This design comes from an exercise in tuning for small area and a short achievable clock period on the open sky130 flow, not from production work.
Function not checked in this run: the RTL went through the layout flow alone.
No activity file was given, so power comes from the tool's default toggle rates.

==> flow/flow/run.sh <==
#!/bin/bash
# The standard layout, with three changes: the port buffers are the
# smallest buffer (buf_1) instead of the default; after floorplan every
# logic cell is set to its smallest drive strength (flow/downsize.tcl);
# after placement the cells on the critical paths are sized up again
# (flow/size.tcl).
set -euo pipefail
here=$(pwd)
export BUFFER_PORTS_ARGS="-buffer_cell sky130_fd_sc_hd__buf_1"
export POST_FLOORPLAN_TCL="$here/flow/downsize.tcl"
export POST_RESIZE_TCL="$here/flow/size.tcl"
bash standard.sh > "$here/flow_standard.log" 2>&1
==> flow/flow/downsize.tcl <==
# Hook run after floorplan: set every logic cell to its smallest drive
# strength where that is smaller. Synthesis maps each gate on its own and
# picks stronger cells than the loads need; flow/size.tcl then upsizes
# the cells that timing needs, once the cells are placed.
set db [ord::get_db]
set n 0
foreach inst [[ord::get_db_block] getInsts] {
  set master [$inst getMaster]
  set name [$master getName]
  if {[regexp {^(sky130_fd_sc_hd__[a-z0-9]+)_([0-9]+)$} $name -> base size] && $size > 1} {
    set small [$db findMaster ${base}_1]
    if {$small ne "NULL"
        && [$small getWidth] * [$small getHeight] < [$master getWidth] * [$master getHeight]} {
      $inst swapMaster $small
      incr n
    }
  }
}
puts "downsize: $n cells set to drive strength 1"
==> flow/flow/size.tcl <==
# Hook run after placement and its design repair: give the drivers of the
# high-fanout nets on the request-to-grant paths a stronger cell.
set ::db [ord::get_db]
set ::block [ord::get_db_block]
proc size_driver {net_name size} {
  set net [$::block findNet $net_name]
  if {$net eq "NULL"} { puts "size: no net $net_name"; return }
  foreach iterm [$net getITerms] {
    if {[$iterm isOutputSignal]} {
      set inst [$iterm getInst]
      set name [[$inst getMaster] getName]
      regexp {^(sky130_fd_sc_hd__[a-z0-9]+)_[0-9]+$} $name -> base
      set big [$::db findMaster ${base}_$size]
      if {$big ne "NULL"} {
        $inst swapMaster $big
        puts "size: $net_name driver [$inst getName] $name -> ${base}_$size"
      }
    }
  }
}
foreach g {0 1 2 3 4 5 6 7} {
  size_driver nz$g 4
  size_driver a$g 2
}
size_driver nhap 4
size_driver nanyg 4
size_driver rh1 2
foreach n {h12 h34 h56} { size_driver $n 2 }
foreach n {sp2 sp3 sp4 sp5 sp6 sp7} { size_driver $n 4 }
foreach n {m12 m34 m56} { size_driver $n 2 }
==> flow/standard.sh <==
#!/bin/bash
# synth_recipe.tcl (not shown) runs the flow's synth.tcl, then flattens the netlist and writes it again
# the make line also repeats each setting of config.mk as NAME=value (left out here)
make -C /OpenROAD-flow-scripts/flow DESIGN_CONFIG=/design/flow/config.mk WORK_HOME=/design/flow/orfs CLKGATE_MAP_FILE= SYNTH_SCRIPT=/design/flow/synth_recipe.tcl "${@:-finish}"
==> flow/config.mk <==
export PLATFORM = sky130hd
export DESIGN_NAME = arbiter_rr
export DESIGN_NICKNAME = arbiter_rr
export VERILOG_FILES = /design/flow/design.v
export SDC_FILE = /design/flow/constraint.sdc
export NUM_CORES = 4
export LEC_CHECK = 0
export CAP_MARGIN = 20
export CORE_MARGIN = 2
export CORE_UTILIZATION = 40
export CTS_BUF_LIST = sky130_fd_sc_hd__clkbuf_2
export SETUP_SLACK_MARGIN = 0.3
export SLEW_MARGIN = 20
export SYNTH_HIERARCHICAL = 1
export SYNTH_MINIMUM_KEEP_SIZE = 0
==> flow/constraint.sdc <==
create_clock -name core_clock -period 6.5 [get_ports {clk}]
set_input_delay 1.3000 -clock core_clock [delete_from_list [all_inputs] [get_ports {clk}]]
set_output_delay 1.3000 -clock core_clock [all_outputs]
set_load 0.01 [all_outputs]
==> flow/design.v <==
module arb_a21o (input a1, a2, b1, output y);
    assign y = a1 & a2 | b1;
endmodule
module arb_a21oi (input a1, a2, b1, output y);
    assign y = ~(a1 & a2 | b1);
endmodule
module arb_a22oi (input a1, a2, b1, b2, output y);
    assign y = ~(a1 & a2 | b1 & b2);
endmodule
module arb_a32o (input a1, a2, a3, b1, b2, output y);
    assign y = a1 & a2 & a3 | b1 & b2;
endmodule
module arb_a41oi (input a1, a2, a3, a4, b1, output y);
    assign y = ~(a1 & a2 & a3 & a4 | b1);
endmodule
module arb_and2 (input a, b, output y);
    assign y = a & b;
endmodule
module arb_and2b (input an, b, output y);
    assign y = ~an & b;
endmodule
module arb_and3 (input a, b, c, output y);
    assign y = a & b & c;
endmodule
module arb_and3b (input an, b, c, output y);
    assign y = ~an & b & c;
endmodule
module arb_and4 (input a, b, c, d, output y);
    assign y = a & b & c & d;
endmodule
module arb_and4b (input an, b, c, d, output y);
    assign y = ~an & b & c & d;
endmodule
module arb_inv (input a, output y);
    assign y = ~a;
endmodule
module arb_nand2 (input a, b, output y);
    assign y = ~(a & b);
endmodule
module arb_nand2b (input an, b, output y);
    assign y = ~(~an & b);
endmodule
module arb_nand3 (input a, b, c, output y);
    assign y = ~(a & b & c);
endmodule
module arb_nand4 (input a, b, c, d, output y);
    assign y = ~(a & b & c & d);
endmodule
module arb_nand4b (input an, b, c, d, output y);
    assign y = ~(~an & b & c & d);
endmodule
module arb_nor2 (input a, b, output y);
    assign y = ~(a | b);
endmodule
module arb_nor2b (input a, bn, output y);
    assign y = ~a & bn;
endmodule
module arb_nor3 (input a, b, c, output y);
    assign y = ~(a | b | c);
endmodule
module arb_nor4 (input a, b, c, d, output y);
    assign y = ~(a | b | c | d);
endmodule
module arb_o21a (input a1, a2, b1, output y);
    assign y = (a1 | a2) & b1;
endmodule
module arb_o21ai (input a1, a2, b1, output y);
    assign y = ~((a1 | a2) & b1);
endmodule
module arbiter_rr #(
    parameter WIDTH = 64
)(
    input               clk,
    input               rst,
    input   [WIDTH-1:0] req,
    output  [WIDTH-1:0] grant
);
    reg  [5:0] nk;
    wire [5:0] nkn;
    wire a0;
    wire a1;
    wire a2;
    wire a3;
    wire a4;
    wire a5;
    wire a6;
    wire a7;
    wire anyr;
    wire cw1_a;
    wire cw1_b;
    wire cw2_a;
    wire cw2_b;
    wire cw3_a;
    wire cw3_b;
    wire cw4_a;
    wire cw4_b;
    wire cw5_a;
    wire cw5_b;
    wire cw6_a;
    wire cw6_b;
    wire cw7_a;
    wire cw7_b;
    wire eq0;
    wire eq1;
    wire eq2;
    wire eq3;
    wire eq4;
    wire eq5;
    wire eq6;
    wire eq7;
    wire eqm0;
    wire eqm1;
    wire eqm2;
    wire eqm3;
    wire eqm4;
    wire eqm5;
    wire eqm6;
    wire eqm7;
    wire gt2;
    wire gt3;
    wire gt5;
    wire gt6;
    wire gt7;
    wire h12;
    wire h34;
    wire h56;
    wire hap;
    wire kc2;
    wire kr0;
    wire kr1;
    wire kr2;
    wire le1;
    wire le2;
    wire le3;
    wire le5;
    wire le6;
    wire le7;
    wire m12;
    wire m34;
    wire m56;
    wire na03;
    wire na47;
    wire nag1;
    wire nag2;
    wire nag3;
    wire nag4;
    wire nag5;
    wire nag6;
    wire nag7;
    wire nanyg;
    wire nhap;
    wire nk1;
    wire nk2;
    wire nk3;
    wire nk4;
    wire nk5;
    wire nk6;
    wire nk7;
    wire npa1;
    wire npa2;
    wire npa3;
    wire npa4;
    wire npa5;
    wire npa6;
    wire npa7;
    wire npg3;
    wire npg4;
    wire npg5;
    wire npg6;
    wire npg7;
    wire nrw1;
    wire nrw2;
    wire nrw3;
    wire nrw4;
    wire nrw5;
    wire nrw6;
    wire nrw7;
    wire ntl1;
    wire ntl2;
    wire ntl3;
    wire ntl5;
    wire ntl6;
    wire ntl7;
    wire nwc0;
    wire nwc1;
    wire nwc2;
    wire nwr0;
    wire nwr1;
    wire nwr2;
    wire nz0;
    wire nz1;
    wire nz2;
    wire nz3;
    wire nz4;
    wire nz5;
    wire nz6;
    wire nz7;
    wire pa4;
    wire pa46;
    wire px1_0;
    wire px1_1;
    wire px1_2;
    wire px1_3;
    wire px2_0;
    wire px2_1;
    wire px2_2;
    wire px2_3;
    wire px3_0;
    wire px3_1;
    wire px3_2;
    wire px3_3;
    wire px4_0;
    wire px4_1;
    wire px4_2;
    wire px4_3;
    wire px5_0;
    wire px5_1;
    wire px5_2;
    wire px5_3;
    wire px6_0;
    wire px6_1;
    wire px6_2;
    wire px6_3;
    wire px7_0;
    wire px7_1;
    wire px7_2;
    wire px7_3;
    wire r0_n23;
    wire r0_n45;
    wire r0_n67;
    wire r0_nl1;
    wire r0_nl2;
    wire r0_nl3;
    wire r0_nl4;
    wire r0_nl5;
    wire r0_nl6;
    wire r0_nl7;
    wire r0_o4;
    wire r1_n23;
    wire r1_n45;
    wire r1_n67;
    wire r1_nl1;
    wire r1_nl2;
    wire r1_nl3;
    wire r1_nl4;
    wire r1_nl5;
    wire r1_nl6;
    wire r1_nl7;
    wire r1_o4;
    wire r2_n23;
    wire r2_n45;
    wire r2_n67;
    wire r2_nl1;
    wire r2_nl2;
    wire r2_nl3;
    wire r2_nl4;
    wire r2_nl5;
    wire r2_nl6;
    wire r2_nl7;
    wire r2_o4;
    wire r3_n23;
    wire r3_n45;
    wire r3_n67;
    wire r3_nl1;
    wire r3_nl2;
    wire r3_nl3;
    wire r3_nl4;
    wire r3_nl5;
    wire r3_nl6;
    wire r3_nl7;
    wire r3_o4;
    wire r4_n23;
    wire r4_n45;
    wire r4_n67;
    wire r4_nl1;
    wire r4_nl2;
    wire r4_nl3;
    wire r4_nl4;
    wire r4_nl5;
    wire r4_nl6;
    wire r4_nl7;
    wire r4_o4;
    wire r5_n23;
    wire r5_n45;
    wire r5_n67;
    wire r5_nl1;
    wire r5_nl2;
    wire r5_nl3;
    wire r5_nl4;
    wire r5_nl5;
    wire r5_nl6;
    wire r5_nl7;
    wire r5_o4;
    wire r6_n23;
    wire r6_n45;
    wire r6_n67;
    wire r6_nl1;
    wire r6_nl2;
    wire r6_nl3;
    wire r6_nl4;
    wire r6_nl5;
    wire r6_nl6;
    wire r6_nl7;
    wire r6_o4;
    wire r7_n23;
    wire r7_n45;
    wire r7_n67;
    wire r7_nl1;
    wire r7_nl2;
    wire r7_nl3;
    wire r7_nl4;
    wire r7_nl5;
    wire r7_nl6;
    wire r7_nl7;
    wire r7_o4;
    wire rh1;
    wire rh2;
    wire rh3;
    wire rh4;
    wire rh5;
    wire rh6;
    wire rh7;
    wire s12;
    wire s123;
    wire s1234;
    wire s34;
    wire s45;
    wire s456;
    wire s567;
    wire sp2;
    wire sp3;
    wire sp4;
    wire sp5;
    wire sp6;
    wire sp7;
    wire t23;
    wire t45;
    wire wc0_a;
    wire wc0_b;
    wire wc1_a;
    wire wc1_b;
    wire wc2_a;
    wire wc2_b;
    arb_inv u1 (.a(nk[3]), .y(kr0));
    arb_inv u2 (.a(nk[4]), .y(kr1));
    arb_inv u3 (.a(nk[5]), .y(kr2));
    arb_inv u4 (.a(nk[2]), .y(kc2));
    arb_nor3 u5 (.a(kr2), .b(kr1), .c(kr0), .y(eq0));
    arb_nor3 u6 (.a(kr2), .b(kr1), .c(kr0), .y(eqm0));
    arb_nor3 u7 (.a(kr2), .b(kr1), .c(nk[3]), .y(eq1));
    arb_nor3 u8 (.a(kr2), .b(kr1), .c(nk[3]), .y(eqm1));
    arb_nor3 u9 (.a(kr2), .b(nk[4]), .c(kr0), .y(eq2));
    arb_nor3 u10 (.a(kr2), .b(nk[4]), .c(kr0), .y(eqm2));
    arb_nor3 u11 (.a(kr2), .b(nk[4]), .c(nk[3]), .y(eq3));
    arb_nor3 u12 (.a(kr2), .b(nk[4]), .c(nk[3]), .y(eqm3));
    arb_nor3 u13 (.a(nk[5]), .b(kr1), .c(kr0), .y(eq4));
    arb_nor3 u14 (.a(nk[5]), .b(kr1), .c(kr0), .y(eqm4));
    arb_nor3 u15 (.a(nk[5]), .b(kr1), .c(nk[3]), .y(eq5));
    arb_nor3 u16 (.a(nk[5]), .b(kr1), .c(nk[3]), .y(eqm5));
    arb_nor3 u17 (.a(nk[5]), .b(nk[4]), .c(kr0), .y(eq6));
    arb_nor3 u18 (.a(nk[5]), .b(nk[4]), .c(kr0), .y(eqm6));
    arb_nor3 u19 (.a(nk[5]), .b(nk[4]), .c(nk[3]), .y(eq7));
    arb_nor3 u20 (.a(nk[5]), .b(nk[4]), .c(nk[3]), .y(eqm7));
    arb_nor2 u21 (.a(kr2), .b(kr1), .y(gt2));
    arb_a21oi u22 (.a1(kr1), .a2(kr0), .b1(kr2), .y(gt3));
    arb_o21ai u23 (.a1(kr1), .a2(kr0), .b1(kr2), .y(gt5));
    arb_nand2 u24 (.a(kr2), .b(kr1), .y(gt6));
    arb_nand3 u25 (.a(kr2), .b(kr1), .c(kr0), .y(gt7));
    arb_nand3 u26 (.a(nk[5]), .b(nk[4]), .c(nk[3]), .y(le1));
    arb_nand2 u27 (.a(nk[5]), .b(nk[4]), .y(le2));
    arb_o21ai u28 (.a1(nk[4]), .a2(nk[3]), .b1(nk[5]), .y(le3));
    arb_a21oi u29 (.a1(nk[4]), .a2(nk[3]), .b1(nk[5]), .y(le5));
    arb_nor2 u30 (.a(nk[5]), .b(nk[4]), .y(le6));
    arb_nor3 u31 (.a(nk[5]), .b(nk[4]), .c(nk[3]), .y(le7));
    arb_nand3 u32 (.a(nk[2]), .b(nk[1]), .c(nk[0]), .y(ntl1));
    arb_nand2 u33 (.a(nk[2]), .b(nk[1]), .y(ntl2));
    arb_o21ai u34 (.a1(nk[1]), .a2(nk[0]), .b1(nk[2]), .y(ntl3));
    arb_a21oi u35 (.a1(nk[1]), .a2(nk[0]), .b1(nk[2]), .y(ntl5));
    arb_nor2 u36 (.a(nk[2]), .b(nk[1]), .y(ntl6));
    arb_nor3 u37 (.a(nk[2]), .b(nk[1]), .c(nk[0]), .y(ntl7));
    arb_inv u38 (.a(req[0]), .y(r0_nl1));
    arb_nor2 u39 (.a(req[0]), .b(req[1]), .y(r0_nl2));
    arb_nor3 u40 (.a(req[0]), .b(req[1]), .c(req[2]), .y(r0_nl3));
    arb_nor2 u41 (.a(req[2]), .b(req[3]), .y(r0_n23));
    arb_nand2 u42 (.a(r0_nl2), .b(r0_n23), .y(r0_o4));
    arb_inv u43 (.a(r0_o4), .y(r0_nl4));
    arb_nor2 u44 (.a(r0_o4), .b(req[4]), .y(r0_nl5));
    arb_nor3 u45 (.a(r0_o4), .b(req[4]), .c(req[5]), .y(r0_nl6));
    arb_nor4 u46 (.a(r0_o4), .b(req[4]), .c(req[5]), .d(req[6]), .y(r0_nl7));
    arb_nor2 u47 (.a(req[4]), .b(req[5]), .y(r0_n45));
    arb_nor2 u48 (.a(req[6]), .b(req[7]), .y(r0_n67));
    arb_nand4 u49 (.a(r0_nl2), .b(r0_n23), .c(r0_n45), .d(r0_n67), .y(a0));
    arb_inv u50 (.a(req[8]), .y(r1_nl1));
    arb_nor2 u51 (.a(req[8]), .b(req[9]), .y(r1_nl2));
    arb_nor3 u52 (.a(req[8]), .b(req[9]), .c(req[10]), .y(r1_nl3));
    arb_nor2 u53 (.a(req[10]), .b(req[11]), .y(r1_n23));
    arb_nand2 u54 (.a(r1_nl2), .b(r1_n23), .y(r1_o4));
    arb_inv u55 (.a(r1_o4), .y(r1_nl4));
    arb_nor2 u56 (.a(r1_o4), .b(req[12]), .y(r1_nl5));
    arb_nor3 u57 (.a(r1_o4), .b(req[12]), .c(req[13]), .y(r1_nl6));
    arb_nor4 u58 (.a(r1_o4), .b(req[12]), .c(req[13]), .d(req[14]), .y(r1_nl7));
    arb_nor2 u59 (.a(req[12]), .b(req[13]), .y(r1_n45));
    arb_nor2 u60 (.a(req[14]), .b(req[15]), .y(r1_n67));
    arb_nand4 u61 (.a(r1_nl2), .b(r1_n23), .c(r1_n45), .d(r1_n67), .y(a1));
    arb_inv u62 (.a(req[16]), .y(r2_nl1));
    arb_nor2 u63 (.a(req[16]), .b(req[17]), .y(r2_nl2));
    arb_nor3 u64 (.a(req[16]), .b(req[17]), .c(req[18]), .y(r2_nl3));
    arb_nor2 u65 (.a(req[18]), .b(req[19]), .y(r2_n23));
    arb_nand2 u66 (.a(r2_nl2), .b(r2_n23), .y(r2_o4));
    arb_inv u67 (.a(r2_o4), .y(r2_nl4));
    arb_nor2 u68 (.a(r2_o4), .b(req[20]), .y(r2_nl5));
    arb_nor3 u69 (.a(r2_o4), .b(req[20]), .c(req[21]), .y(r2_nl6));
    arb_nor4 u70 (.a(r2_o4), .b(req[20]), .c(req[21]), .d(req[22]), .y(r2_nl7));
    arb_nor2 u71 (.a(req[20]), .b(req[21]), .y(r2_n45));
    arb_nor2 u72 (.a(req[22]), .b(req[23]), .y(r2_n67));
    arb_nand4 u73 (.a(r2_nl2), .b(r2_n23), .c(r2_n45), .d(r2_n67), .y(a2));
    arb_inv u74 (.a(req[24]), .y(r3_nl1));
    arb_nor2 u75 (.a(req[24]), .b(req[25]), .y(r3_nl2));
    arb_nor3 u76 (.a(req[24]), .b(req[25]), .c(req[26]), .y(r3_nl3));
    arb_nor2 u77 (.a(req[26]), .b(req[27]), .y(r3_n23));
    arb_nand2 u78 (.a(r3_nl2), .b(r3_n23), .y(r3_o4));
    arb_inv u79 (.a(r3_o4), .y(r3_nl4));
    arb_nor2 u80 (.a(r3_o4), .b(req[28]), .y(r3_nl5));
    arb_nor3 u81 (.a(r3_o4), .b(req[28]), .c(req[29]), .y(r3_nl6));
    arb_nor4 u82 (.a(r3_o4), .b(req[28]), .c(req[29]), .d(req[30]), .y(r3_nl7));
    arb_nor2 u83 (.a(req[28]), .b(req[29]), .y(r3_n45));
    arb_nor2 u84 (.a(req[30]), .b(req[31]), .y(r3_n67));
    arb_nand4 u85 (.a(r3_nl2), .b(r3_n23), .c(r3_n45), .d(r3_n67), .y(a3));
    arb_inv u86 (.a(req[32]), .y(r4_nl1));
    arb_nor2 u87 (.a(req[32]), .b(req[33]), .y(r4_nl2));
    arb_nor3 u88 (.a(req[32]), .b(req[33]), .c(req[34]), .y(r4_nl3));
    arb_nor2 u89 (.a(req[34]), .b(req[35]), .y(r4_n23));
    arb_nand2 u90 (.a(r4_nl2), .b(r4_n23), .y(r4_o4));
    arb_inv u91 (.a(r4_o4), .y(r4_nl4));
    arb_nor2 u92 (.a(r4_o4), .b(req[36]), .y(r4_nl5));
    arb_nor3 u93 (.a(r4_o4), .b(req[36]), .c(req[37]), .y(r4_nl6));
    arb_nor4 u94 (.a(r4_o4), .b(req[36]), .c(req[37]), .d(req[38]), .y(r4_nl7));
    arb_nor2 u95 (.a(req[36]), .b(req[37]), .y(r4_n45));
    arb_nor2 u96 (.a(req[38]), .b(req[39]), .y(r4_n67));
    arb_nand4 u97 (.a(r4_nl2), .b(r4_n23), .c(r4_n45), .d(r4_n67), .y(a4));
    arb_inv u98 (.a(req[40]), .y(r5_nl1));
    arb_nor2 u99 (.a(req[40]), .b(req[41]), .y(r5_nl2));
    arb_nor3 u100 (.a(req[40]), .b(req[41]), .c(req[42]), .y(r5_nl3));
    arb_nor2 u101 (.a(req[42]), .b(req[43]), .y(r5_n23));
    arb_nand2 u102 (.a(r5_nl2), .b(r5_n23), .y(r5_o4));
    arb_inv u103 (.a(r5_o4), .y(r5_nl4));
    arb_nor2 u104 (.a(r5_o4), .b(req[44]), .y(r5_nl5));
    arb_nor3 u105 (.a(r5_o4), .b(req[44]), .c(req[45]), .y(r5_nl6));
    arb_nor4 u106 (.a(r5_o4), .b(req[44]), .c(req[45]), .d(req[46]), .y(r5_nl7));
    arb_nor2 u107 (.a(req[44]), .b(req[45]), .y(r5_n45));
    arb_nor2 u108 (.a(req[46]), .b(req[47]), .y(r5_n67));
    arb_nand4 u109 (.a(r5_nl2), .b(r5_n23), .c(r5_n45), .d(r5_n67), .y(a5));
    arb_inv u110 (.a(req[48]), .y(r6_nl1));
    arb_nor2 u111 (.a(req[48]), .b(req[49]), .y(r6_nl2));
    arb_nor3 u112 (.a(req[48]), .b(req[49]), .c(req[50]), .y(r6_nl3));
    arb_nor2 u113 (.a(req[50]), .b(req[51]), .y(r6_n23));
    arb_nand2 u114 (.a(r6_nl2), .b(r6_n23), .y(r6_o4));
    arb_inv u115 (.a(r6_o4), .y(r6_nl4));
    arb_nor2 u116 (.a(r6_o4), .b(req[52]), .y(r6_nl5));
    arb_nor3 u117 (.a(r6_o4), .b(req[52]), .c(req[53]), .y(r6_nl6));
    arb_nor4 u118 (.a(r6_o4), .b(req[52]), .c(req[53]), .d(req[54]), .y(r6_nl7));
    arb_nor2 u119 (.a(req[52]), .b(req[53]), .y(r6_n45));
    arb_nor2 u120 (.a(req[54]), .b(req[55]), .y(r6_n67));
    arb_nand4 u121 (.a(r6_nl2), .b(r6_n23), .c(r6_n45), .d(r6_n67), .y(a6));
    arb_inv u122 (.a(req[56]), .y(r7_nl1));
    arb_nor2 u123 (.a(req[56]), .b(req[57]), .y(r7_nl2));
    arb_nor3 u124 (.a(req[56]), .b(req[57]), .c(req[58]), .y(r7_nl3));
    arb_nor2 u125 (.a(req[58]), .b(req[59]), .y(r7_n23));
    arb_nand2 u126 (.a(r7_nl2), .b(r7_n23), .y(r7_o4));
    arb_inv u127 (.a(r7_o4), .y(r7_nl4));
    arb_nor2 u128 (.a(r7_o4), .b(req[60]), .y(r7_nl5));
    arb_nor3 u129 (.a(r7_o4), .b(req[60]), .c(req[61]), .y(r7_nl6));
    arb_nor4 u130 (.a(r7_o4), .b(req[60]), .c(req[61]), .d(req[62]), .y(r7_nl7));
    arb_nor2 u131 (.a(req[60]), .b(req[61]), .y(r7_n45));
    arb_nor2 u132 (.a(req[62]), .b(req[63]), .y(r7_n67));
    arb_nand4 u133 (.a(r7_nl2), .b(r7_n23), .c(r7_n45), .d(r7_n67), .y(a7));
    arb_a22oi u134 (.a1(eqm0), .a2(req[1]), .b1(eqm1), .b2(req[9]), .y(px1_0));
    arb_a22oi u135 (.a1(eqm2), .a2(req[17]), .b1(eqm3), .b2(req[25]), .y(px1_1));
    arb_a22oi u136 (.a1(eqm4), .a2(req[33]), .b1(eqm5), .b2(req[41]), .y(px1_2));
    arb_a22oi u137 (.a1(eqm6), .a2(req[49]), .b1(eqm7), .b2(req[57]), .y(px1_3));
    arb_a41oi u138 (.a1(px1_0), .a2(px1_1), .a3(px1_2), .a4(px1_3), .b1(ntl1), .y(rh1));
    arb_a22oi u139 (.a1(eqm0), .a2(req[2]), .b1(eqm1), .b2(req[10]), .y(px2_0));
    arb_a22oi u140 (.a1(eqm2), .a2(req[18]), .b1(eqm3), .b2(req[26]), .y(px2_1));
    arb_a22oi u141 (.a1(eqm4), .a2(req[34]), .b1(eqm5), .b2(req[42]), .y(px2_2));
    arb_a22oi u142 (.a1(eqm6), .a2(req[50]), .b1(eqm7), .b2(req[58]), .y(px2_3));
    arb_a41oi u143 (.a1(px2_0), .a2(px2_1), .a3(px2_2), .a4(px2_3), .b1(ntl2), .y(rh2));
    arb_a22oi u144 (.a1(eqm0), .a2(req[3]), .b1(eqm1), .b2(req[11]), .y(px3_0));
    arb_a22oi u145 (.a1(eqm2), .a2(req[19]), .b1(eqm3), .b2(req[27]), .y(px3_1));
    arb_a22oi u146 (.a1(eqm4), .a2(req[35]), .b1(eqm5), .b2(req[43]), .y(px3_2));
    arb_a22oi u147 (.a1(eqm6), .a2(req[51]), .b1(eqm7), .b2(req[59]), .y(px3_3));
    arb_a41oi u148 (.a1(px3_0), .a2(px3_1), .a3(px3_2), .a4(px3_3), .b1(ntl3), .y(rh3));
    arb_a22oi u149 (.a1(eqm0), .a2(req[4]), .b1(eqm1), .b2(req[12]), .y(px4_0));
    arb_a22oi u150 (.a1(eqm2), .a2(req[20]), .b1(eqm3), .b2(req[28]), .y(px4_1));
    arb_a22oi u151 (.a1(eqm4), .a2(req[36]), .b1(eqm5), .b2(req[44]), .y(px4_2));
    arb_a22oi u152 (.a1(eqm6), .a2(req[52]), .b1(eqm7), .b2(req[60]), .y(px4_3));
    arb_a41oi u153 (.a1(px4_0), .a2(px4_1), .a3(px4_2), .a4(px4_3), .b1(kc2), .y(rh4));
    arb_a22oi u154 (.a1(eqm0), .a2(req[5]), .b1(eqm1), .b2(req[13]), .y(px5_0));
    arb_a22oi u155 (.a1(eqm2), .a2(req[21]), .b1(eqm3), .b2(req[29]), .y(px5_1));
    arb_a22oi u156 (.a1(eqm4), .a2(req[37]), .b1(eqm5), .b2(req[45]), .y(px5_2));
    arb_a22oi u157 (.a1(eqm6), .a2(req[53]), .b1(eqm7), .b2(req[61]), .y(px5_3));
    arb_a41oi u158 (.a1(px5_0), .a2(px5_1), .a3(px5_2), .a4(px5_3), .b1(ntl5), .y(rh5));
    arb_a22oi u159 (.a1(eqm0), .a2(req[6]), .b1(eqm1), .b2(req[14]), .y(px6_0));
    arb_a22oi u160 (.a1(eqm2), .a2(req[22]), .b1(eqm3), .b2(req[30]), .y(px6_1));
    arb_a22oi u161 (.a1(eqm4), .a2(req[38]), .b1(eqm5), .b2(req[46]), .y(px6_2));
    arb_a22oi u162 (.a1(eqm6), .a2(req[54]), .b1(eqm7), .b2(req[62]), .y(px6_3));
    arb_a41oi u163 (.a1(px6_0), .a2(px6_1), .a3(px6_2), .a4(px6_3), .b1(ntl6), .y(rh6));
    arb_a22oi u164 (.a1(eqm0), .a2(req[7]), .b1(eqm1), .b2(req[15]), .y(px7_0));
    arb_a22oi u165 (.a1(eqm2), .a2(req[23]), .b1(eqm3), .b2(req[31]), .y(px7_1));
    arb_a22oi u166 (.a1(eqm4), .a2(req[39]), .b1(eqm5), .b2(req[47]), .y(px7_2));
    arb_a22oi u167 (.a1(eqm6), .a2(req[55]), .b1(eqm7), .b2(req[63]), .y(px7_3));
    arb_a41oi u168 (.a1(px7_0), .a2(px7_1), .a3(px7_2), .a4(px7_3), .b1(ntl7), .y(rh7));
    arb_nor2 u169 (.a(rh1), .b(rh2), .y(m12));
    arb_nor2 u170 (.a(rh3), .b(rh4), .y(m34));
    arb_nor2 u171 (.a(rh5), .b(rh6), .y(m56));
    arb_and2b u172 (.an(rh1), .b(rh2), .y(sp2));
    arb_and2 u173 (.a(rh3), .b(m12), .y(sp3));
    arb_and3b u174 (.an(rh3), .b(rh4), .c(m12), .y(sp4));
    arb_and3 u175 (.a(rh5), .b(m12), .c(m34), .y(sp5));
    arb_and4b u176 (.an(rh5), .b(rh6), .c(m12), .d(m34), .y(sp6));
    arb_and4 u177 (.a(rh7), .b(m12), .c(m34), .d(m56), .y(sp7));
    arb_nand4b u178 (.an(rh7), .b(m12), .c(m34), .d(m56), .y(hap));
    arb_nor2 u179 (.a(rh1), .b(rh2), .y(h12));
    arb_nor2 u180 (.a(rh3), .b(rh4), .y(h34));
    arb_nor2 u181 (.a(rh5), .b(rh6), .y(h56));
    arb_and4b u182 (.an(rh7), .b(h12), .c(h34), .d(h56), .y(nhap));
    arb_nand2 u183 (.a(a1), .b(eq0), .y(nag1));
    arb_nand2 u184 (.a(a2), .b(gt2), .y(nag2));
    arb_nand2 u185 (.a(a3), .b(gt3), .y(nag3));
    arb_nand2 u186 (.a(a4), .b(nk[5]), .y(nag4));
    arb_nand2 u187 (.a(a5), .b(gt5), .y(nag5));
    arb_nand2 u188 (.a(a6), .b(gt6), .y(nag6));
    arb_nand2 u189 (.a(a7), .b(gt7), .y(nag7));
    arb_nand2 u190 (.a(nag1), .b(nag2), .y(s12));
    arb_nand3 u191 (.a(nag1), .b(nag2), .c(nag3), .y(s123));
    arb_nand2 u192 (.a(nag3), .b(nag4), .y(s34));
    arb_nand2 u193 (.a(nag4), .b(nag5), .y(s45));
    arb_nand3 u194 (.a(nag4), .b(nag5), .c(nag6), .y(s456));
    arb_nand4 u195 (.a(nag1), .b(nag2), .c(nag3), .d(nag4), .y(s1234));
    arb_nand3 u196 (.a(nag5), .b(nag6), .c(nag7), .y(s567));
    arb_inv u197 (.a(s12), .y(npg3));
    arb_inv u198 (.a(s123), .y(npg4));
    arb_nor2 u199 (.a(s12), .b(s34), .y(npg5));
    arb_nor2 u200 (.a(s123), .b(s45), .y(npg6));
    arb_nor2 u201 (.a(s123), .b(s456), .y(npg7));
    arb_nor2 u202 (.a(s1234), .b(s567), .y(nanyg));
    arb_inv u203 (.a(a0), .y(npa1));
    arb_nor2 u204 (.a(a0), .b(a1), .y(npa2));
    arb_nor3 u205 (.a(a0), .b(a1), .c(a2), .y(npa3));
    arb_nor2 u206 (.a(a2), .b(a3), .y(t23));
    arb_nand2 u207 (.a(npa2), .b(t23), .y(pa4));
    arb_inv u208 (.a(pa4), .y(npa4));
    arb_nor2 u209 (.a(pa4), .b(a4), .y(npa5));
    arb_nor2 u210 (.a(a4), .b(a5), .y(t45));
    arb_nor2b u211 (.a(pa4), .bn(t45), .y(npa6));
    arb_nand2b u212 (.an(a6), .b(t45), .y(pa46));
    arb_nor2 u213 (.a(pa4), .b(pa46), .y(npa7));
    arb_a21o u214 (.a1(nanyg), .a2(npa1), .b1(eq0), .y(nk1));
    arb_a32o u215 (.a1(le2), .a2(nanyg), .a3(npa2), .b1(gt2), .b2(nag1), .y(nk2));
    arb_a32o u216 (.a1(le3), .a2(nanyg), .a3(npa3), .b1(gt3), .b2(npg3), .y(nk3));
    arb_a32o u217 (.a1(kr2), .a2(nanyg), .a3(npa4), .b1(nk[5]), .b2(npg4), .y(nk4));
    arb_a32o u218 (.a1(le5), .a2(nanyg), .a3(npa5), .b1(gt5), .b2(npg5), .y(nk5));
    arb_a32o u219 (.a1(le6), .a2(nanyg), .a3(npa6), .b1(gt6), .b2(npg6), .y(nk6));
    arb_a32o u220 (.a1(le7), .a2(nanyg), .a3(npa7), .b1(gt7), .b2(npg7), .y(nk7));
    arb_and2 u221 (.a(nhap), .b(nanyg), .y(nz0));
    arb_and2 u222 (.a(nhap), .b(nk1), .y(nz1));
    arb_and2 u223 (.a(nhap), .b(nk2), .y(nz2));
    arb_and2 u224 (.a(nhap), .b(nk3), .y(nz3));
    arb_and2 u225 (.a(nhap), .b(nk4), .y(nz4));
    arb_and2 u226 (.a(nhap), .b(nk5), .y(nz5));
    arb_and2 u227 (.a(nhap), .b(nk6), .y(nz6));
    arb_and2 u228 (.a(nhap), .b(nk7), .y(nz7));
    arb_and2 u229 (.a(req[0]), .b(nz0), .y(grant[0]));
    arb_a32o u230 (.a1(req[1]), .a2(r0_nl1), .a3(nz0), .b1(eq0), .b2(rh1), .y(grant[1]));
    arb_a32o u231 (.a1(req[2]), .a2(r0_nl2), .a3(nz0), .b1(eq0), .b2(sp2), .y(grant[2]));
    arb_a32o u232 (.a1(req[3]), .a2(r0_nl3), .a3(nz0), .b1(eq0), .b2(sp3), .y(grant[3]));
    arb_a32o u233 (.a1(req[4]), .a2(r0_nl4), .a3(nz0), .b1(eq0), .b2(sp4), .y(grant[4]));
    arb_a32o u234 (.a1(req[5]), .a2(r0_nl5), .a3(nz0), .b1(eq0), .b2(sp5), .y(grant[5]));
    arb_a32o u235 (.a1(req[6]), .a2(r0_nl6), .a3(nz0), .b1(eq0), .b2(sp6), .y(grant[6]));
    arb_a32o u236 (.a1(req[7]), .a2(r0_nl7), .a3(nz0), .b1(eq0), .b2(sp7), .y(grant[7]));
    arb_and2 u237 (.a(req[8]), .b(nz1), .y(grant[8]));
    arb_a32o u238 (.a1(req[9]), .a2(r1_nl1), .a3(nz1), .b1(eq1), .b2(rh1), .y(grant[9]));
    arb_a32o u239 (.a1(req[10]), .a2(r1_nl2), .a3(nz1), .b1(eq1), .b2(sp2), .y(grant[10]));
    arb_a32o u240 (.a1(req[11]), .a2(r1_nl3), .a3(nz1), .b1(eq1), .b2(sp3), .y(grant[11]));
    arb_a32o u241 (.a1(req[12]), .a2(r1_nl4), .a3(nz1), .b1(eq1), .b2(sp4), .y(grant[12]));
    arb_a32o u242 (.a1(req[13]), .a2(r1_nl5), .a3(nz1), .b1(eq1), .b2(sp5), .y(grant[13]));
    arb_a32o u243 (.a1(req[14]), .a2(r1_nl6), .a3(nz1), .b1(eq1), .b2(sp6), .y(grant[14]));
    arb_a32o u244 (.a1(req[15]), .a2(r1_nl7), .a3(nz1), .b1(eq1), .b2(sp7), .y(grant[15]));
    arb_and2 u245 (.a(req[16]), .b(nz2), .y(grant[16]));
    arb_a32o u246 (.a1(req[17]), .a2(r2_nl1), .a3(nz2), .b1(eq2), .b2(rh1), .y(grant[17]));
    arb_a32o u247 (.a1(req[18]), .a2(r2_nl2), .a3(nz2), .b1(eq2), .b2(sp2), .y(grant[18]));
    arb_a32o u248 (.a1(req[19]), .a2(r2_nl3), .a3(nz2), .b1(eq2), .b2(sp3), .y(grant[19]));
    arb_a32o u249 (.a1(req[20]), .a2(r2_nl4), .a3(nz2), .b1(eq2), .b2(sp4), .y(grant[20]));
    arb_a32o u250 (.a1(req[21]), .a2(r2_nl5), .a3(nz2), .b1(eq2), .b2(sp5), .y(grant[21]));
    arb_a32o u251 (.a1(req[22]), .a2(r2_nl6), .a3(nz2), .b1(eq2), .b2(sp6), .y(grant[22]));
    arb_a32o u252 (.a1(req[23]), .a2(r2_nl7), .a3(nz2), .b1(eq2), .b2(sp7), .y(grant[23]));
    arb_and2 u253 (.a(req[24]), .b(nz3), .y(grant[24]));
    arb_a32o u254 (.a1(req[25]), .a2(r3_nl1), .a3(nz3), .b1(eq3), .b2(rh1), .y(grant[25]));
    arb_a32o u255 (.a1(req[26]), .a2(r3_nl2), .a3(nz3), .b1(eq3), .b2(sp2), .y(grant[26]));
    arb_a32o u256 (.a1(req[27]), .a2(r3_nl3), .a3(nz3), .b1(eq3), .b2(sp3), .y(grant[27]));
    arb_a32o u257 (.a1(req[28]), .a2(r3_nl4), .a3(nz3), .b1(eq3), .b2(sp4), .y(grant[28]));
    arb_a32o u258 (.a1(req[29]), .a2(r3_nl5), .a3(nz3), .b1(eq3), .b2(sp5), .y(grant[29]));
    arb_a32o u259 (.a1(req[30]), .a2(r3_nl6), .a3(nz3), .b1(eq3), .b2(sp6), .y(grant[30]));
    arb_a32o u260 (.a1(req[31]), .a2(r3_nl7), .a3(nz3), .b1(eq3), .b2(sp7), .y(grant[31]));
    arb_and2 u261 (.a(req[32]), .b(nz4), .y(grant[32]));
    arb_a32o u262 (.a1(req[33]), .a2(r4_nl1), .a3(nz4), .b1(eq4), .b2(rh1), .y(grant[33]));
    arb_a32o u263 (.a1(req[34]), .a2(r4_nl2), .a3(nz4), .b1(eq4), .b2(sp2), .y(grant[34]));
    arb_a32o u264 (.a1(req[35]), .a2(r4_nl3), .a3(nz4), .b1(eq4), .b2(sp3), .y(grant[35]));
    arb_a32o u265 (.a1(req[36]), .a2(r4_nl4), .a3(nz4), .b1(eq4), .b2(sp4), .y(grant[36]));
    arb_a32o u266 (.a1(req[37]), .a2(r4_nl5), .a3(nz4), .b1(eq4), .b2(sp5), .y(grant[37]));
    arb_a32o u267 (.a1(req[38]), .a2(r4_nl6), .a3(nz4), .b1(eq4), .b2(sp6), .y(grant[38]));
    arb_a32o u268 (.a1(req[39]), .a2(r4_nl7), .a3(nz4), .b1(eq4), .b2(sp7), .y(grant[39]));
    arb_and2 u269 (.a(req[40]), .b(nz5), .y(grant[40]));
    arb_a32o u270 (.a1(req[41]), .a2(r5_nl1), .a3(nz5), .b1(eq5), .b2(rh1), .y(grant[41]));
    arb_a32o u271 (.a1(req[42]), .a2(r5_nl2), .a3(nz5), .b1(eq5), .b2(sp2), .y(grant[42]));
    arb_a32o u272 (.a1(req[43]), .a2(r5_nl3), .a3(nz5), .b1(eq5), .b2(sp3), .y(grant[43]));
    arb_a32o u273 (.a1(req[44]), .a2(r5_nl4), .a3(nz5), .b1(eq5), .b2(sp4), .y(grant[44]));
    arb_a32o u274 (.a1(req[45]), .a2(r5_nl5), .a3(nz5), .b1(eq5), .b2(sp5), .y(grant[45]));
    arb_a32o u275 (.a1(req[46]), .a2(r5_nl6), .a3(nz5), .b1(eq5), .b2(sp6), .y(grant[46]));
    arb_a32o u276 (.a1(req[47]), .a2(r5_nl7), .a3(nz5), .b1(eq5), .b2(sp7), .y(grant[47]));
    arb_and2 u277 (.a(req[48]), .b(nz6), .y(grant[48]));
    arb_a32o u278 (.a1(req[49]), .a2(r6_nl1), .a3(nz6), .b1(eq6), .b2(rh1), .y(grant[49]));
    arb_a32o u279 (.a1(req[50]), .a2(r6_nl2), .a3(nz6), .b1(eq6), .b2(sp2), .y(grant[50]));
    arb_a32o u280 (.a1(req[51]), .a2(r6_nl3), .a3(nz6), .b1(eq6), .b2(sp3), .y(grant[51]));
    arb_a32o u281 (.a1(req[52]), .a2(r6_nl4), .a3(nz6), .b1(eq6), .b2(sp4), .y(grant[52]));
    arb_a32o u282 (.a1(req[53]), .a2(r6_nl5), .a3(nz6), .b1(eq6), .b2(sp5), .y(grant[53]));
    arb_a32o u283 (.a1(req[54]), .a2(r6_nl6), .a3(nz6), .b1(eq6), .b2(sp6), .y(grant[54]));
    arb_a32o u284 (.a1(req[55]), .a2(r6_nl7), .a3(nz6), .b1(eq6), .b2(sp7), .y(grant[55]));
    arb_and2 u285 (.a(req[56]), .b(nz7), .y(grant[56]));
    arb_a32o u286 (.a1(req[57]), .a2(r7_nl1), .a3(nz7), .b1(eq7), .b2(rh1), .y(grant[57]));
    arb_a32o u287 (.a1(req[58]), .a2(r7_nl2), .a3(nz7), .b1(eq7), .b2(sp2), .y(grant[58]));
    arb_a32o u288 (.a1(req[59]), .a2(r7_nl3), .a3(nz7), .b1(eq7), .b2(sp3), .y(grant[59]));
    arb_a32o u289 (.a1(req[60]), .a2(r7_nl4), .a3(nz7), .b1(eq7), .b2(sp4), .y(grant[60]));
    arb_a32o u290 (.a1(req[61]), .a2(r7_nl5), .a3(nz7), .b1(eq7), .b2(sp5), .y(grant[61]));
    arb_a32o u291 (.a1(req[62]), .a2(r7_nl6), .a3(nz7), .b1(eq7), .b2(sp6), .y(grant[62]));
    arb_a32o u292 (.a1(req[63]), .a2(r7_nl7), .a3(nz7), .b1(eq7), .b2(sp7), .y(grant[63]));
    arb_a22oi u293 (.a1(a1), .a2(nz1), .b1(eq1), .b2(hap), .y(nrw1));
    arb_a22oi u294 (.a1(a2), .a2(nz2), .b1(eq2), .b2(hap), .y(nrw2));
    arb_a22oi u295 (.a1(a3), .a2(nz3), .b1(eq3), .b2(hap), .y(nrw3));
    arb_a22oi u296 (.a1(a4), .a2(nz4), .b1(eq4), .b2(hap), .y(nrw4));
    arb_a22oi u297 (.a1(a5), .a2(nz5), .b1(eq5), .b2(hap), .y(nrw5));
    arb_a22oi u298 (.a1(a6), .a2(nz6), .b1(eq6), .b2(hap), .y(nrw6));
    arb_a22oi u299 (.a1(a7), .a2(nz7), .b1(eq7), .b2(hap), .y(nrw7));
    arb_and4 u300 (.a(nrw1), .b(nrw3), .c(nrw5), .d(nrw7), .y(nwr0));
    arb_and4 u301 (.a(nrw2), .b(nrw3), .c(nrw6), .d(nrw7), .y(nwr1));
    arb_and4 u302 (.a(nrw4), .b(nrw5), .c(nrw6), .d(nrw7), .y(nwr2));
    arb_nor4 u303 (.a(grant[1]), .b(grant[9]), .c(grant[17]), .d(grant[25]), .y(cw1_a));
    arb_nor4 u304 (.a(grant[33]), .b(grant[41]), .c(grant[49]), .d(grant[57]), .y(cw1_b));
    arb_nor4 u305 (.a(grant[2]), .b(grant[10]), .c(grant[18]), .d(grant[26]), .y(cw2_a));
    arb_nor4 u306 (.a(grant[34]), .b(grant[42]), .c(grant[50]), .d(grant[58]), .y(cw2_b));
    arb_nor4 u307 (.a(grant[3]), .b(grant[11]), .c(grant[19]), .d(grant[27]), .y(cw3_a));
    arb_nor4 u308 (.a(grant[35]), .b(grant[43]), .c(grant[51]), .d(grant[59]), .y(cw3_b));
    arb_nor4 u309 (.a(grant[4]), .b(grant[12]), .c(grant[20]), .d(grant[28]), .y(cw4_a));
    arb_nor4 u310 (.a(grant[36]), .b(grant[44]), .c(grant[52]), .d(grant[60]), .y(cw4_b));
    arb_nor4 u311 (.a(grant[5]), .b(grant[13]), .c(grant[21]), .d(grant[29]), .y(cw5_a));
    arb_nor4 u312 (.a(grant[37]), .b(grant[45]), .c(grant[53]), .d(grant[61]), .y(cw5_b));
    arb_nor4 u313 (.a(grant[6]), .b(grant[14]), .c(grant[22]), .d(grant[30]), .y(cw6_a));
    arb_nor4 u314 (.a(grant[38]), .b(grant[46]), .c(grant[54]), .d(grant[62]), .y(cw6_b));
    arb_nor4 u315 (.a(grant[7]), .b(grant[15]), .c(grant[23]), .d(grant[31]), .y(cw7_a));
    arb_nor4 u316 (.a(grant[39]), .b(grant[47]), .c(grant[55]), .d(grant[63]), .y(cw7_b));
    arb_nand4 u317 (.a(cw1_a), .b(cw1_b), .c(cw3_a), .d(cw3_b), .y(wc0_a));
    arb_nand4 u318 (.a(cw5_a), .b(cw5_b), .c(cw7_a), .d(cw7_b), .y(wc0_b));
    arb_nor2 u319 (.a(wc0_a), .b(wc0_b), .y(nwc0));
    arb_nand4 u320 (.a(cw2_a), .b(cw2_b), .c(cw3_a), .d(cw3_b), .y(wc1_a));
    arb_nand4 u321 (.a(cw6_a), .b(cw6_b), .c(cw7_a), .d(cw7_b), .y(wc1_b));
    arb_nor2 u322 (.a(wc1_a), .b(wc1_b), .y(nwc1));
    arb_nand4 u323 (.a(cw4_a), .b(cw4_b), .c(cw5_a), .d(cw5_b), .y(wc2_a));
    arb_nand4 u324 (.a(cw6_a), .b(cw6_b), .c(cw7_a), .d(cw7_b), .y(wc2_b));
    arb_nor2 u325 (.a(wc2_a), .b(wc2_b), .y(nwc2));
    arb_nor4 u326 (.a(a0), .b(a1), .c(a2), .d(a3), .y(na03));
    arb_nor4 u327 (.a(a4), .b(a5), .c(a6), .d(a7), .y(na47));
    arb_nand2 u328 (.a(na03), .b(na47), .y(anyr));
    arb_o21a u329 (.a1(anyr), .a2(nk[0]), .b1(nwc0), .y(nkn[0]));
    arb_o21a u330 (.a1(anyr), .a2(nk[3]), .b1(nwr0), .y(nkn[3]));
    arb_o21a u331 (.a1(anyr), .a2(nk[1]), .b1(nwc1), .y(nkn[1]));
    arb_o21a u332 (.a1(anyr), .a2(nk[4]), .b1(nwr1), .y(nkn[4]));
    arb_o21a u333 (.a1(anyr), .a2(nk[2]), .b1(nwc2), .y(nkn[2]));
    arb_o21a u334 (.a1(anyr), .a2(nk[5]), .b1(nwr2), .y(nkn[5]));
    always @(posedge clk or negedge rst) begin
        if (!rst)
            nk <= 6'd0;
        else
            nk <= nkn;
    end
endmodule
==> run_results.csv <==
group,metric,value,unit
pwr,pwr-share-clk,0.025,
floorplan,coreArea,6790,sq um
grt,gr-usage-met1,0.387,
yosys,syn_nets,405,
yosys,synthesis.area,2810,sq um
pwr,total_power,0.000974,W
sta,worstMarginPinSlew,1.12,ns
layout,diodes,0,
place,port_buffers,129,
sta,period_needed,4.99,ns
sta,fmax,201,MHz
yosys,yosys_register_bits,6,
clock_tree,htree_levels,1,
sta,relSlewSlack,0.248,
grt,top_usage_layer,"met2",
critical_path,reg2reg_depth,12,
yosys,synth_warnings,7,
pwr,p_leak,1.02,nW
grt,overflow,0,
clock_tree,cts_buffer_depth,2,
floorplan,num_io_pins,130,
critical_path,startpoint_type,"flip-flop",
layout,reg_top3,"nk (6)",
place,dp_hpwl,9310,um
clock_tree,clock_sinks,6,
layout,nets,541,
layout,area_delta_synth_final,6.54,%
sta,rsz0062_at_grt,"no",
layout,drive_gt1_frac,0.0761,
worst_hold_path,whs_path_depth,1,
yosys,ys_types,23,
yosys,syn_inst,339,
layout,final_core_util,0.441,
grt,grtUsageMet3,0.0405,
pwr,combPwrFrac,0.862,
grt,track_usage,0.273,
clock_tree,clockRootBuffer,"clkbuf_2",
routing,drc,0,
floorplan,rows,30,
pwr,swShare,0.628,
clock_tree,hold_buffers,0,
pwr,intPower,0.000362,W
layout,largest_register_ffs,6,
sta,fin_crit_sh,0.767,
floorplan,die_y,87.8,um
clock_tree,cts_setup_buffers,0,
routing,ant_nets,0,
routing,routed-via-count,3857,
grt,grt_max_degree,18,
critical_path,crit_fanout,17,
sta,timing.final.max_slew_violations,0,
run_status,outcome,"complete, no violations",
critical_path,criticalPathCategory,"flip-flop to output port",
critical_path,rrSetupSlack,1.75,ns
grt,antenna_found_initial,0,
critical_path,critPathRequiredTime,5.20,ns
critical_path,r2r_end,"nk[1]",
pwr,seqPwrFrac,0.113,
sta,finalHoldViolCount,0,
sta,finClkSkew,0.00341,ns
yosys,syn_area_per_cell,8.29,sq um
place,place_congestion,0.999,
grt,grt_pass1_wl,16700,um
run,drv_cap,0,
critical_path,arrival,3.69,ns
sta,fin_hold_ws,0.638,ns
sta,setup_viol,0,
floorplan,fp.dieW,87.8,um
pwr,power.switching,0.000611,W
clock_tree,cts_tree,"built",
grt,first_global_vias,3235,
floorplan,start_util,0.414,
worst_hold_path,whs_endpoint,"nk[0]",
worst_hold_path,hold_path_class,"flip-flop to flip-flop",
pwr,ir_drop,247,uV
clock_tree,cts-resized-gates,0,
clock_tree,path_clk_slew,0.05,ns
routing,first_pass_iters,7,
yosys,yosysSeqAreaShare,0.0534,
critical_path,worstReg2RegStart,"nk[5]",
layout,regMostFlops,"nk",
clock_tree,cts-buffers-inserted,3,
routing,wl,11300,um
routing,vias_per_cell,6.78,
routing,wl_per_cell,19.8,um
sta,fin_tns_setup,0,ns
critical_path,end_kind,"output port",
grt,met2_usage,0.437,
floorplan,die_area,7710,sq um
routing,dr.first_iter.drc_count,331,
clock_tree,clk_latency,0.21,ns
pwr,p_per_area,325,nW/um^2
worst_hold_path,worstHoldStart,"nk[0]",
[per-module statistics from Yosys, one instance, submodules excluded, excerpt]
| module | flops+latches | cells inside | area (sq um) |
|---|---|---|---|
| arb_o21ai | 0 | 1 | 5.00 |
| arb_inv | 0 | 1 | 3.75 |
| arb_nor4 | 0 | 1 | 12.5 |
| arb_nand4b | 0 | 1 | 8.76 |
| arb_nor2b | 0 | 1 | 13.8 |
| arbiter_rr | 6 | 6 | 150 |
| arb_and4 | 0 | 1 | 8.76 |
| arb_nand3 | 0 | 1 | 5.00 |
| arb_a21o | 0 | 1 | 7.51 |
| arb_a32o | 0 | 1 | 10.0 |
| arb_a41oi | 0 | 1 | 16.3 |
| arb_nand2 | 0 | 1 | 3.75 |
| arb_and4b | 0 | 1 | 10.0 |
| arb_nand4 | 0 | 1 | 6.26 |
| arb_a22oi | 0 | 1 | 12.5 |
[how the worst max path moves through the flow]
| stage | startpoint | end | slack (ns) | depth (start not counted) |
|---|---|---|---|---|
| 4_1_cts | nk[5] | grant[47] | 1.59 | 9 |
| 3_3_place_gp | req[33] | grant[35] | 1.43 | 10 |
| 3_5_place_dp | req[33] | grant[52] | 1.85 | 10 |
| 2_1_floorplan | nk[5] | grant[10] | 2.15 | 8 |
| 5_1_grt | nk[5] | grant[15] | 1.22 | 9 |
| 6_report | nk[5] | grant[15] | 1.51 | 9 |
[layout by cell type, fill, tap and decap left out, types with 2 or more instances in the layout]
cell,n
and4b_4,2
a21oi_1,3
nand4_1,7
inv_1,24
a41oi_1,6
nor2_1,54
o21a_1,6
dfrtp_1,6
a22oi_1,35
buf_4,2
and2_4,9
and2_1,8
clkbuf_2,3
nor4_1,24
nand2_1,23
buf_1,129
o21ai_1,3
a32o_1,62
nand4_2,8
nor3_1,35
and4_1,3
nand3_1,5
nor2_2,6
[power groups by stage]
stage	clock (W)	combinational, W	sequential [W]
floorplan	0	0.000615	0.000110
global placement	0	0.000742	0.000109
detailed placement	0	0.000806	0.000109
CTS	0.0000259	0.000809	0.000109
global route	0.0000284	0.000890	0.000117
finish	0.0000240	0.000840	0.000110
[logic make-up after synthesis]
family                 count (synthesis)  share of synthesized area
AND/OR/NAND/NOR                      192                      0.464
AO/OA/AOI/OAI                        117                      0.451
buffers and inverters                 24                     0.0321
flip-flops                             6                     0.0534
[synth_stat cells]
cell type	count	area [sq um]
a21o_1	1	7.51
inv_1	24	90.1
nor4_2	24	300
a32o_1	62	621
and4_1	4	35.0
nand2b_1	1	6.26
o21a_1	6	45.0
o21ai_1	3	15.0
and2_1	17	106
nand2_1	23	86.3
dfrtp_1	6	150
and4b_1	2	20.0
and3_1	1	6.26
nor3_2	35	350
a21oi_2	3	26.3
and3b_1	1	8.76
nand4b_1	1	8.76
nand3_1	5	25.0
nand4_1	15	93.8
a22oi_2	35	438
nor2b_4	2	27.5
nor2_1	61	229
a41oi_2	7	114
[cell type report]
cell class	instances	area, sq um
clock buffers	3	15.0
fillers	768	3800
inverters	24	90.1
multi-input cells	309	2120
flip-flops and latches	6	150
well taps	96	120
repair buffers	131	499
[worst max-delay path, stage by stage, from the launching register on]
cell	delay (ns)
dfrtp_1	0.64
inv_1	0.31
nor3_1	0.75
a22oi_1	0.22
a41oi_2	0.61
nor2_2	0.04
and4b_4	0.26
and2_4	0.21
a32o_1	0.30
buf_1	0.14
[metrics by stage]
| stage | setup slack [ns] | instance area, sq um | std cells |
|---|---|---|---|
| floorplan | 2.15 | 2810 | 339 |
| global placement | 1.43 | 2850 | 566 |
| detailed placement | 1.85 | 2980 | 566 |
| CTS | 1.59 | 2990 | 569 |
| global route | 1.22 | 2990 | 569 |
| finish | 1.51 | 2990 | 569 |
[metal layers]
layer | part of all wire | vias to the layer above
met5 | 0 | -
met4 | 0.021 | 0
met3 | 0.12 | 28
met2 | 0.45 | 334
met1 | 0.41 | 1791
li1 | - | 1704

[static timing again, ports no longer ideal]
The flow's constraints put no driver on any port. The routed layout listed below was extracted and timed again, unchanged, in two steps. Step 1 (the two cells are an assumption about what drives the block):
set clk [get_ports {clk}]
set_driving_cell -lib_cell sky130_fd_sc_hd__clkbuf_16 $clk
set_driving_cell -lib_cell sky130_fd_sc_hd__buf_2 [delete_from_list [all_inputs] $clk]
Step 2 moves the port delays by t, midway between the first and last clock arrival at a register: inputs arrive t later, outputs are due t later. That takes back most of the time a late clock gives input paths. Three values: ideal ports, drivers, drivers and shift; two values: the first two.
t (ns): 0.224
setup slack, ns: 1.514 / 1.498 / 1.721
latest minus earliest clock arrival (ns): 0.003 / 0.003
worst data-port slew with drivers (ns): 0.04
After both steps setup and hold are still met in this run. For this run, drivers alone change the setup slack by -0.016 ns; drivers and shift together by +0.207 ns.
